From an optimization exercise on the open Yosys and OpenROAD flow, aimed at small area; shortcuts taken in it are not production practice. Function was checked by simulation only, so behaviour that the tests miss may differ from the original. The flow treats the clock pin as an ideal source, which a real chip does not have. Power and IR drop assume default switching activity.

==> module calculator, before the edit <==
module calculator(clk, reset, rst, a, b, op, seg, an);
input clk, reset, rst;
input [3:0] a, b;
input [2:0] op;
output [6:0] seg;
output [3:0] an;
reg [2:0] p;
reg [3:0] r;
wire idle  = (p == 3'd7);
wire setup = (p == 3'd4) & (r == 4'd15);
wire load  = rst & (idle | setup);
wire sh    = (p == 3'd4);
wire a0    = (p == 3'd0);
wire a1    = (p == 3'd1);
wire step  = sh & (r[3:2] == 2'b00);         
wire oshf  = sh & (r[3] ^ r[2]);             
wire last  = (r == 4'd11);
always @(posedge clk) begin
    if (reset) begin
        p <= 3'd7;
        r <= 4'd11;
    end else if (idle) begin
        if (rst) begin
            p <= 3'd4;
            r <= 4'd15;
        end
    end else if (sh & ~last) begin
        p <= 3'd0;
        r <= r + 4'd1;
    end else
        p <= p + 3'd1;
end
reg [3:0] P, Q;
reg [3:0] ones, tens;
reg [1:0] hund;
wire [3:0] A = tens;
wire dval = r[3] ^ r[2];                  
wire mmul = ones[0];
wire mdiv = ones[1] & ~ones[0];
wire mclr = ones[1];
wire lastst = step & (r[1:0] == 2'd3);    
wire [3:0] aop1 = mdiv ? {P[2:0], Q[3]} : P;
wire [3:0] aop2 = A & {4{Q[0] | mdiv}};
wire [4:0] asum = {1'b0, aop1} + {1'b0, aop2} + {4'b0, mdiv};
wire dge = (asum[4] | P[3]) & mdiv & step;    
always @(posedge clk) begin
    if (load) begin
        case (op)
            3'd0: begin Q <= 4'd1;  P <= b;     end
            3'd1: begin Q <= b;     P <= a;     end
            3'd2: begin Q <= b;     P <= 4'd0;  end
            3'd3: begin Q <= a;     P <= 4'd0;  end
            3'd4: begin Q <= a & b; P <= 4'd0;  end
            3'd5: begin Q <= a | b; P <= 4'd0;  end
            3'd6: begin Q <= a ^ b; P <= 4'd0;  end
            default: begin Q <= ~a; P <= 4'd15; end
        endcase
    end else if (step & mmul) begin
        P <= (lastst & mclr) ? 4'd0 : asum[4:1];
        Q <= {asum[0], Q[3:1]};
    end else if ((step & mdiv) | oshf) begin
        P <= (lastst & mclr) ? 4'd0 : dge ? asum[3:0] : {P[2:0], Q[3]};
        Q <= {Q[2:0], dge};
    end
end
function [3:0] adj(input [3:0] o);
    adj = {o[3] | o[2] & o[0] | o[2] & o[1],
           o[3] & o[0] | o[2] & ~o[1] & ~o[0],
           ~o[2] & o[1] | o[1] & o[0] | o[3] & ~o[0],
           ~o[3] & ~o[2] & o[0] | o[2] & o[1] & ~o[0] | o[3] & ~o[0]};
endfunction
always @(posedge clk) begin
    if (reset) begin
        {hund, tens, ones} <= 10'd0;
    end else if (load) begin
        hund <= 2'd0;
        tens <= (op == 3'd3) ? ~b : (op == 3'd1) ? 4'd15 : a;
        case (op)
            3'd0, 3'd2: ones <= 4'b0001;
            3'd1:       ones <= 4'b0011;
            3'd3:       ones <= 4'b0010;
            default:    ones <= 4'b0000;
        endcase
    end else if (lastst)
        {tens, ones} <= 8'd0;
    else if (oshf)
        {hund, tens, ones} <= {hund[0], tens, ones, P[3]};
    else if (a0)
        ones <= adj(ones);
    else if (a1 & dval)
        tens <= adj(tens);
end
reg [6:0] cnt;
reg [3:0] dig, dig2;
wire show = (cnt[4] | (cnt[3:0] == 4'd15)) & (cnt[4:0] != 5'd31);
always @(posedge clk) begin
    if (reset) begin
        cnt  <= 7'd0;
        dig  <= 4'd0;
        dig2 <= 4'd0;
    end else begin
        cnt  <= cnt + 7'd1;
        dig2 <= dig;
        if (show)
            case (cnt[6:5])
                2'd0: dig <= dval ? ones : 4'd0;
                2'd1: dig <= 4'd0;
                2'd2: dig <= {2'b00, hund};
                default: dig <= dval ? tens : 4'd0;
            endcase
        else
            dig <= 4'd15;
    end
end
assign an = {cnt[6:5] != 2'd1, cnt[6:5] != 2'd2, cnt[6:5] != 2'd3, cnt[6:5] != 2'd0};
wire [3:0] x = dig2;
wire blank = x[3] & (x[2] | x[1]);
assign seg[0] = (x == 4'd1) | (x == 4'd4) | blank;
assign seg[1] = (x == 4'd5) | (x == 4'd6) | blank;
assign seg[2] = (x == 4'd2) | blank;
assign seg[3] = (x == 4'd1) | (x == 4'd4) | (x == 4'd7) | blank;
assign seg[4] = (x == 4'd1) | (x == 4'd3) | (x == 4'd4) | (x == 4'd5) | (x == 4'd7) | (x == 4'd9) | blank;
assign seg[5] = (x == 4'd1) | (x == 4'd2) | (x == 4'd3) | (x == 4'd7) | blank;
assign seg[6] = (x == 4'd0) | (x == 4'd1) | (x == 4'd7) | blank;
endmodule
export LEC_CHECK = 0
export ABC_AREA = 1
export CAP_MARGIN = 20
export CORE_MARGIN = 2
export CORE_UTILIZATION = 60
export GPL_TIMING_DRIVEN = 0
export SLEW_MARGIN = 20
create_clock -name core_clock -period 6.0 [get_ports {clk}]
standard.sh (not shown) runs the stock make flow with config.mk's settings and CLKGATE_MAP_FILE= SYNTH_SCRIPT=/design/flow/synth_recipe.tcl, a recipe that flattens the netlist after the stock synthesis.
==> flow/flow/run.sh <==
#!/bin/bash
# Own layout flow: the standard synthesis, then its combinational logic
# re-mapped by ABC (flip-flops untouched, equivalence proven with Yosys
# before the new netlist is used), then the standard layout steps with
# sky130_fd_sc_hd__buf_1 as the port buffers.
set -uo pipefail
HERE=$(pwd)
R=$HERE/orfs/results/sky130hd/calculator/base
LIB=/OpenROAD-flow-scripts/flow/platforms/sky130hd/lib/sky130_fd_sc_hd__tt_025C_1v80.lib

bash standard.sh synth > log_synth.log 2>&1 || { echo "standard synthesis failed"; exit 1; }

mkdir -p remap
cp "$R/1_2_yosys.v" remap/in.v
if bash flow/remap.sh remap > log_remap.log 2>&1; then
  echo "using the re-mapped netlist"
  cp remap/out.v "$R/1_2_yosys.v"
  rm -f "$R/1_synth.odb" "$R/1_synth.sdc"
else
  echo "re-mapping not used"
fi

ARGS=("BUFFER_PORTS_ARGS=-buffer_cell sky130_fd_sc_hd__buf_1" "CTS_ARGS=-sink_clustering_enable -repair_clock_nets -buf_list sky130_fd_sc_hd__clkbuf_8 -dont_use_dummy_load")
bash standard.sh "${ARGS[@]}" place > log_place.log 2>&1 || { echo "placement failed"; exit 1; }

# Clock tree: the clock port drives K clkbuf_8 leaf buffers, one per cluster
# of flip-flops; use the smallest K whose estimated clock-pin slew is low,
# else leave the clock tree to the standard CTS step.
export FLOW_HOME RESDIR=$R CTS_BUF=sky130_fd_sc_hd__clkbuf_8
for K in 3 4; do
  CTS_K=$K openroad -no_init -exit flow/mycts.tcl > log_cts_try$K.log 2>&1
  s=$(grep -o 'worst clock pin slew (placement estimate): [0-9.e-]*' log_cts_try$K.log | awk '{print $NF}')
  echo "K=$K estimated clock-pin slew: $s"
  if [ -n "$s" ] && awk -v s="$s" 'BEGIN { exit !(s < 0.110) }'; then
    CTS_K=$K OUTDB=$R/4_1_cts.odb OUTSDC=$R/4_cts.sdc openroad -no_init -exit flow/mycts.tcl > log_cts.log 2>&1 \
      && echo "clock tree with $K leaf buffers" || rm -f $R/4_1_cts.odb $R/4_cts.sdc
    break
  fi
done

bash standard.sh "${ARGS[@]}" finish > log_finish.log 2>&1 || { echo "layout failed"; exit 1; }
Other scripts of this flow, unchanged in this note and not shown: flow/flow/chk.ys, flow/flow/eq.ys, flow/flow/mycts.tcl, flow/flow/remap.sh, flow/flow/remap.ys
The starting point finished clean.
Then changed:
--- a/flow/design.v
+++ b/flow/design.v
@@ -33,37 +33,40 @@
 end
 reg [3:0] P, Q;
 reg [3:0] ones, tens;
 reg [1:0] hund;
 wire [3:0] A = tens;
+wire [2:0] sop = ones[2:0];
 wire dval = r[3] ^ r[2];                  
-wire mmul = ones[0];
-wire mdiv = ones[1] & ~ones[0];
-wire mclr = ones[1];
+wire mmul = ~sop[2] & ~(sop[1] & sop[0]);                 
+wire mdiv = (sop == 3'd3);
+wire mclr = (sop == 3'd1) | (sop == 3'd3) | (sop == 3'd4) | (sop == 3'd5) | (sop == 3'd6);
 wire lastst = step & (r[1:0] == 2'd3);    
 wire [3:0] aop1 = mdiv ? {P[2:0], Q[3]} : P;
 wire [3:0] aop2 = A & {4{Q[0] | mdiv}};
 wire [4:0] asum = {1'b0, aop1} + {1'b0, aop2} + {4'b0, mdiv};
 wire dge = (asum[4] | P[3]) & mdiv & step;    
+reg nb;
+always @* begin
+    case (sop)
+        3'd3: nb = asum[4] | P[3];
+        3'd4: nb = P[3] & Q[3];
+        3'd5: nb = P[3] | Q[3];
+        3'd6: nb = P[3] ^ Q[3];
+        default: nb = ~P[3];
+    endcase
+end
 always @(posedge clk) begin
     if (load) begin
-        case (op)
-            3'd0: begin Q <= 4'd1;  P <= b;     end
-            3'd1: begin Q <= b;     P <= a;     end
-            3'd2: begin Q <= b;     P <= 4'd0;  end
-            3'd3: begin Q <= a;     P <= 4'd0;  end
-            3'd4: begin Q <= a & b; P <= 4'd0;  end
-            3'd5: begin Q <= a | b; P <= 4'd0;  end
-            3'd6: begin Q <= a ^ b; P <= 4'd0;  end
-            default: begin Q <= ~a; P <= 4'd15; end
-        endcase
+        P <= (op[2:1] == 2'b01) ? 4'd0 : a;
+        Q <= (op == 3'd3) ? a : (op == 3'd7) ? 4'd15 : b;
     end else if (step & mmul) begin
         P <= (lastst & mclr) ? 4'd0 : asum[4:1];
         Q <= {asum[0], Q[3:1]};
-    end else if ((step & mdiv) | oshf) begin
+    end else if (step | oshf) begin
         P <= (lastst & mclr) ? 4'd0 : dge ? asum[3:0] : {P[2:0], Q[3]};
-        Q <= {Q[2:0], dge};
+        Q <= {Q[2:0], nb & step};
     end
 end
 function [3:0] adj(input [3:0] o);
     adj = {o[3] | o[2] & o[0] | o[2] & o[1],
            o[3] & o[0] | o[2] & ~o[1] & ~o[0],
@@ -73,22 +76,22 @@
 always @(posedge clk) begin
     if (reset) begin
         {hund, tens, ones} <= 10'd0;
     end else if (load) begin
         hund <= 2'd0;
-        tens <= (op == 3'd3) ? ~b : (op == 3'd1) ? 4'd15 : a;
-        case (op)
-            3'd0, 3'd2: ones <= 4'b0001;
-            3'd1:       ones <= 4'b0011;
-            3'd3:       ones <= 4'b0010;
-            default:    ones <= 4'b0000;
+        case (op[1:0])
+            2'd0: tens <= 4'd1;
+            2'd1: tens <= 4'd15;
+            2'd2: tens <= a;
+            default: tens <= ~b;
         endcase
+        ones <= {1'b0, op};
     end else if (lastst)
         {tens, ones} <= 8'd0;
     else if (oshf)
         {hund, tens, ones} <= {hund[0], tens, ones, P[3]};
-    else if (a0)
+    else if (a0 & dval)
         ones <= adj(ones);
     else if (a1 & dval)
         tens <= adj(tens);
 end
 reg [6:0] cnt;
Outcome: The changed run ran to the end with no violations; sequential cell count does not change; design area shrinks slightly; clock power barely changes; combinational power shrinks by a little under a tenth; wire length shrinks slightly; setup slack is worse by 0.44 ns; clock skew grows by 0.0074 ns; power shrinks slightly; core utilization shrinks by 0.49 points; clock-buffer cell count stays the same; synthesized cell count grows by a few percent; register-to-register slack is worse by 0.44 ns; die area shrinks slightly; worst hold slack is better by 0.015 ns.

separate check: timing with driven ports:
No port has a modelled driver above. Below, the same layouts with a new extraction and two added sets of constraints. Step 1 assumes that a clkbuf_16 drives the clock port and a buf_2 every other input. Step 2 times the ports against the registers' clock, not the clock port: input delays grow and output delays shrink by t, the midpoint of the rising clock arrivals with the driver on. Slacks: ideal ports / drivers / drivers and shift; pairs: ideal ports / drivers.
run	shift t [ns]	slack for setup (ns)	worst hold slack (ns)	worst slew at a driven data input, ns	pins driven straight from the clock port
the first run	0.189	2.645 / 2.645 / 2.645	0.431 / 0.431 / 0.431	0.03	3
the second run	0.194	2.202 / 2.202 / 2.202	0.446 / 0.446 / 0.446	0.03	3
After both steps setup and hold are still met in every run listed.
